This is an optimization exercise on Yosys and OpenROAD, whose aim is a short achievable clock period and few clock cycles, not a production implementation.
In this exercise RTL edits were held to simulation tests only and were not proved equivalent to the original.
Power figures rest on the tool's default switching activity, not on a simulated workload.

v6:
==> flow/design.v <==
`timescale 1ns / 1ps
module top(input clk, reset, input [31:0] InstrF, readDataM,
           output memWriteM, output [31:0] ALUResultM, writeDataM, pcF);
  reg  [31:0] pcF_r;
  reg         validD, predTakenD;
  reg  [31:0] InstrD, PCD, PCPlus4D, immB_D;
  reg  [31:1] rs1oh, rs2oh;
  reg  [31:0] A_En, B_En, SD_E, altPC_E;    
  reg         fS_L, fS_M;
  reg  [31:0] fwdA_n, fwdB_n;
  reg         addE, subE, sltE, xorE, orE, andE;
  reg         branchE, predTakenE, loadE, storeE, regWriteE;
  reg  [4:0]  rdE;
  reg  [31:0] ALUResultM_r, WD_M;
  reg         memWriteM_r, loadM, regWriteM;
  reg  [4:0]  rdM;
  reg  [31:0] resW;
  reg         regWriteW;
  reg  [4:0]  rdW;
  reg  [31:0] rf [1:31];
  reg  [31:1] weW;     
  assign pcF        = pcF_r;
  reg  [31:0] addrM;
  assign ALUResultM = addrM;
  assign memWriteM  = memWriteM_r;
  assign writeDataM = WD_M;
  wire mispE;
  wire [6:0]  opF   = InstrF[6:0];
  wire        isJF  = (opF == 7'b1101111);
  wire        isBF  = (opF == 7'b1100011);
  wire        predF = isJF | (isBF & ((InstrF[19:15] == InstrF[24:20]) | InstrF[31]));
  wire [31:0] immBF = {{20{InstrF[31]}}, InstrF[7], InstrF[30:25], InstrF[11:8], 1'b0};
  wire [31:0] immJF = {{12{InstrF[31]}}, InstrF[19:12], InstrF[20], InstrF[30:21], 1'b0};
  wire [31:1] rs1ohF, rs2ohF;
  genvar gi;
  generate
    for (gi = 1; gi < 32; gi = gi + 1) begin : g_oh
      assign rs1ohF[gi] = (InstrF[19:15] == gi);
      assign rs2ohF[gi] = (InstrF[24:20] == gi);
    end
  endgenerate
  wire [31:0] targetJF, targetBF;
  add32 u_tJ (.a(pcF_r), .b(immJF), .s(targetJF));
  add32 u_tB (.a(pcF_r), .b(immBF), .s(targetBF));
  wire [31:0] PCPlus4F = pcF_r + 32'd4;
  wire        stallD;
  wire        takeF    = ~stallD & predF;
  wire [31:0] pcOther  = stallD ? pcF_r : PCPlus4F;
  wire [31:0] pcNorm   = ({32{takeF & isJF}} & targetJF) | ({32{takeF & ~isJF}} & targetBF) |
                         ({32{~takeF}} & pcOther);
  wire [31:0] pcNext   = mispE ? altPC_E : pcNorm;
  always @(posedge clk or posedge reset) begin
    if (reset) begin
      pcF_r      <= 32'd0;
      validD     <= 1'b0;
    end else begin
      pcF_r      <= pcNext;
      if (mispE)
        validD <= 1'b0;
      else if (!stallD)
        validD <= 1'b1;
    end
  end
  always @(posedge clk) begin
      if (!stallD) begin
        predTakenD <= predF;
        InstrD     <= InstrF;
        PCPlus4D   <= PCPlus4F;
        PCD        <= pcF_r;
        immB_D     <= immBF;
        rs1oh      <= rs1ohF;
        rs2oh      <= rs2ohF;
      end
  end
  wire [6:0] op  = InstrD[6:0];
  wire [2:0] f3  = InstrD[14:12];
  wire [4:0] rs1 = InstrD[19:15];
  wire [4:0] rs2 = InstrD[24:20];
  wire [4:0] rd  = InstrD[11:7];
  wire isR = (op == 7'b0110011);
  wire isI = (op == 7'b0010011);
  wire isL = (op == 7'b0000011);
  wire isS = (op == 7'b0100011);
  wire isB = (op == 7'b1100011);
  wire isJ = (op == 7'b1101111);
  wire [31:0] immI = {{20{InstrD[31]}}, InstrD[31:20]};
  wire [31:0] immS = {{20{InstrD[31]}}, InstrD[31:25], InstrD[11:7]};
  wire useA  = isR | isI | isL | isS | isB;
  wire useB  = isR | isB;
  wire useSD = isS;
  wire wrD   = (isR | isI | isL | isJ) & (rd != 5'd0);
  reg  [31:0] rf1, rf2;
  integer k;
  always @(*) begin
    rf1 = 32'd0;
    rf2 = 32'd0;
    for (k = 1; k < 32; k = k + 1) begin
      rf1 = rf1 | ({32{rs1oh[k]}} & rf[k]);
      rf2 = rf2 | ({32{rs2oh[k]}} & rf[k]);
    end
  end
  wire [31:0] rw1 = (regWriteW && rdW == rs1) ? resW : rf1;
  wire [31:0] rw2 = (regWriteW && rdW == rs2) ? resW : rf2;
  wire e1 = regWriteE && rdE == rs1;
  wire e2 = regWriteE && rdE == rs2;
  wire m1 = regWriteM && rdM == rs1;
  wire m2 = regWriteM && rdM == rs2;
  wire [31:0] valM = loadM ? readDataM : ALUResultM_r;
  wire [31:0] rv1 = m1 ? valM : rw1;
  wire [31:0] rv2 = m2 ? valM : rw2;
  assign stallD = validD & loadE & ((useA & e1) | (useB & e2));
  wire goE = validD & ~mispE & ~stallD;
  wire [31:0] targetD;
  add32 u_tD (.a(PCD), .b(immB_D), .s(targetD));
  wire fAn = useA & e1;
  wire fBn = useB & e2;
  always @(posedge clk or posedge reset) begin
    if (reset) begin
      branchE <= 1'b0; loadE <= 1'b0; storeE <= 1'b0; regWriteE <= 1'b0;
    end else begin
      branchE   <= goE & isB;
      loadE     <= goE & isL;
      storeE    <= goE & isS;
      regWriteE <= goE & wrD;
    end
  end
  always @(posedge clk) begin
      A_En <= ~(fAn ? 32'd0 : isJ ? PCPlus4D : rv1);
      B_En <= ~(fBn ? 32'd0 : useB ? rv2 : isJ ? 32'd0 : isS ? immS : immI);
      SD_E <= rv2;
      altPC_E <= predTakenD ? PCPlus4D : targetD;
      fS_L <= useSD & e2 & loadE;
      fS_M <= useSD & e2 & ~loadE;
      addE <= isL | isS | isJ | ((isR | isI) & f3 == 3'b000 & ~(isR & InstrD[30]));
      subE <= isR & f3 == 3'b000 & InstrD[30];
      sltE <= (isR | isI) & f3 == 3'b010;
      xorE <= (isR | isI) & f3 == 3'b100;
      orE  <= (isR | isI) & f3 == 3'b110;
      andE <= (isR | isI) & f3 == 3'b111;
      predTakenE <= predTakenD;
      rdE  <= rd;
  end
  wire [31:0] srcA = ~(fwdA_n & A_En);
  wire [31:0] srcB = ~(fwdB_n & B_En);
  wire [31:0] sdE  = ({32{fS_L}} & readDataM) | ({32{fS_M}} & ALUResultM_r) |
                     ({32{~(fS_L | fS_M)}} & SD_E);
  wire [31:0] sum, diff;
  add32 u_sum (.a(srcA), .b(srcB), .s(sum));
  sub32 u_diff (.a(srcA), .b(srcB), .d(diff));
  wire        lt;
  lt32 u_lt (.a(srcA), .b(srcB), .lt(lt));
  wire [31:0] logE = ({32{andE}} & (srcA & srcB)) | ({32{orE}} & (srcA | srcB)) |
                     ({32{xorE}} & (srcA ^ srcB)) | {31'd0, sltE & lt};
  wire        eqE;
  eq32 u_eq (.a(srcA), .b(srcB), .eq(eqE));
  assign mispE = branchE & (eqE ^ predTakenE);
  always @(posedge clk or posedge reset) begin
    if (reset) begin
      memWriteM_r <= 1'b0; loadM <= 1'b0; regWriteM <= 1'b0;
    end else begin
      memWriteM_r  <= storeE;
      loadM        <= loadE;
      regWriteM    <= regWriteE;
    end
  end
  always @(posedge clk) begin
      ALUResultM_r <= ({32{addE}} & sum) | ({32{subE}} & diff) | logE;
      fwdA_n       <= ~(({32{addE & fAn}} & sum) | ({32{subE & fAn}} & diff) | ({32{fAn}} & logE));
      fwdB_n       <= ~(({32{addE & fBn}} & sum) | ({32{subE & fBn}} & diff) | ({32{fBn}} & logE));
      addrM        <= sum;
      WD_M         <= sdE;
      rdM          <= rdE;
  end
  integer i;
  always @(posedge clk or posedge reset) begin
    if (reset) begin
      regWriteW <= 1'b0;
      weW <= 31'd0;
      for (i = 1; i < 32; i = i + 1) rf[i] <= 32'd0;
    end else begin
      regWriteW <= regWriteM;
      for (i = 1; i < 32; i = i + 1) begin
        weW[i] <= regWriteM && rdM == i;
        if (weW[i]) rf[i] <= resW;
      end
    end
  end
  always @(posedge clk) begin
      resW      <= loadM ? readDataM : ALUResultM_r;
      rdW       <= rdM;
  end
endmodule
module add32(input [31:0] a, b, output [31:0] s);
  assign s = a + b;
endmodule
module sub32(input [31:0] a, b, output [31:0] d);
  assign d = a - b;
endmodule
module eq32(input [31:0] a, b, output eq);
  assign eq = (a == b);
endmodule
module lt32(input [31:0] a, b, output lt);
  assign lt = $signed(a) < $signed(b);
endmodule
Settings: LEC_CHECK=0, CAP_MARGIN=20, CELL_PAD_IN_SITES_DETAIL_PLACEMENT=0, CELL_PAD_IN_SITES_GLOBAL_PLACEMENT=0, CORE_MARGIN=2, CORE_UTILIZATION=50, SETUP_SLACK_MARGIN=5, SLEW_MARGIN=20, SYNTH_HIERARCHICAL=1, SYNTH_MINIMUM_KEEP_SIZE=0, TNS_END_PERCENT=100; clock period 8.0 ns.
run.sh (not shown) runs the stock make flow with config.mk's settings and CLKGATE_MAP_FILE= SYNTH_SCRIPT=/design/flow/synth_recipe.tcl, a recipe that flattens the netlist after the stock synthesis.
Testbench counts of v6, summed over its fixed seeds: cycles 19,318.
Here is what was changed in the inputs of v7 compared with v6.
diff --git a/flow/design.v b/flow/design.v
--- a/flow/design.v
+++ b/flow/design.v
@@ -44,12 +44,14 @@
   add32 u_tB (.a(pcF_r), .b(immBF), .s(targetBF));
   wire [31:0] PCPlus4F = pcF_r + 32'd4;
   wire        stallD;
   wire        takeF    = ~stallD & predF;
-  wire [31:0] pcOther  = stallD ? pcF_r : PCPlus4F;
-  wire [31:0] pcNorm   = ({32{takeF & isJF}} & targetJF) | ({32{takeF & ~isJF}} & targetBF) |
-                         ({32{~takeF}} & pcOther);
-  wire [31:0] pcNext   = mispE ? altPC_E : pcNorm;
+  wire        selJ     = ~mispE & takeF & isJF;
+  wire        selB     = ~mispE & takeF & ~isJF;
+  wire [31:0] pcOther  = mispE ? altPC_E : stallD ? pcF_r : PCPlus4F;
+  wire [31:0] pcNext;
+  ao222 u_pcsel (.a(targetJF), .sa(selJ), .b(targetBF), .sb(selB), .c(pcOther), .sc(~(selJ | selB)),
+                 .y(pcNext));
   always @(posedge clk or posedge reset) begin
     if (reset) begin
       pcF_r      <= 32'd0;
       validD     <= 1'b0;
@@ -148,8 +150,12 @@
   add32 u_sum (.a(srcA), .b(srcB), .s(sum));
   sub32 u_diff (.a(srcA), .b(srcB), .d(diff));
   wire        lt;
   lt32 u_lt (.a(srcA), .b(srcB), .lt(lt));
+  wire [31:0] resE, fwdA_d, fwdB_d;
+  ao222 u_res (.a(sum), .sa(addE), .b(diff), .sb(subE), .c(logE), .sc(1'b1), .y(resE));
+  ao222n u_fwdA (.a(sum), .sa(addE & fAn), .b(diff), .sb(subE & fAn), .c(logE), .sc(fAn), .y(fwdA_d));
+  ao222n u_fwdB (.a(sum), .sa(addE & fBn), .b(diff), .sb(subE & fBn), .c(logE), .sc(fBn), .y(fwdB_d));
   wire [31:0] logE = ({32{andE}} & (srcA & srcB)) | ({32{orE}} & (srcA | srcB)) |
                      ({32{xorE}} & (srcA ^ srcB)) | {31'd0, sltE & lt};
   wire        eqE;
   eq32 u_eq (.a(srcA), .b(srcB), .eq(eqE));
@@ -163,11 +169,11 @@
       regWriteM    <= regWriteE;
     end
   end
   always @(posedge clk) begin
-      ALUResultM_r <= ({32{addE}} & sum) | ({32{subE}} & diff) | logE;
-      fwdA_n       <= ~(({32{addE & fAn}} & sum) | ({32{subE & fAn}} & diff) | ({32{fAn}} & logE));
-      fwdB_n       <= ~(({32{addE & fBn}} & sum) | ({32{subE & fBn}} & diff) | ({32{fBn}} & logE));
+      ALUResultM_r <= resE;
+      fwdA_n       <= fwdA_d;
+      fwdB_n       <= fwdB_d;
       addrM        <= sum;
       WD_M         <= sdE;
       rdM          <= rdE;
   end
@@ -201,4 +207,10 @@
 endmodule
 module lt32(input [31:0] a, b, output lt);
   assign lt = $signed(a) < $signed(b);
 endmodule
+module ao222(input [31:0] a, b, c, input sa, sb, sc, output [31:0] y);
+  assign y = ({32{sa}} & a) | ({32{sb}} & b) | ({32{sc}} & c);
+endmodule
+module ao222n(input [31:0] a, b, c, input sa, sb, sc, output [31:0] y);
+  assign y = ~(({32{sa}} & a) | ({32{sb}} & b) | ({32{sc}} & c));
+endmodule
## What came out
- Against v6 as the reference, v7 delivers a higher number of DRC violations after detailed-routing iteration 0.
- v7 vs v6: number of multi-input combinational cells down
- Lower post-CTS setup buffer count among v7 and v6: v7
- Final standard cell count with taps included and fillers excluded across v7 and v6: no real change.
- Lower relative contribution of combinational cells to total power goes to v7 over v6.
- Re least setup slack across all paths after layout: v7 and v6 aren't equal, and the higher value belongs to v6.
- The die used by v7 is larger than the one used by v6.
- | number of detailed-route iterations in the first pass | lower: v6 |
Testbench counts of v7, summed over its fixed seeds: cycles 19,318.

static timing again, ports no longer ideal:
In the flow no input, the clock included, has a driving cell. The finished layouts below were timed again as built, in two steps.
Step 1 assumes that a clkbuf_16 drives the clock port and a buf_2 every other input.
Step 2, shift: input delay + t, output delay - t, t = (earliest + latest rising clock arrival at the registers) / 2. This alone moves slack from input paths to output paths.
Three values: ideal ports, drivers, drivers and shift; two values: the first two.
| run | t, ns | setup slack, ns | worst setup path after step 2 |
|---|---|---|---|
| v6 | 0.910 | 4.788 / 4.790 / 3.880 | input to register |
| v7 | 0.907 | 4.680 / 4.725 / 3.818 | input to register |
After both steps setup and hold are still met in every run listed. For v6, which loses most, drivers alone change the setup slack by +0.002 ns; drivers and shift together by -0.908 ns.
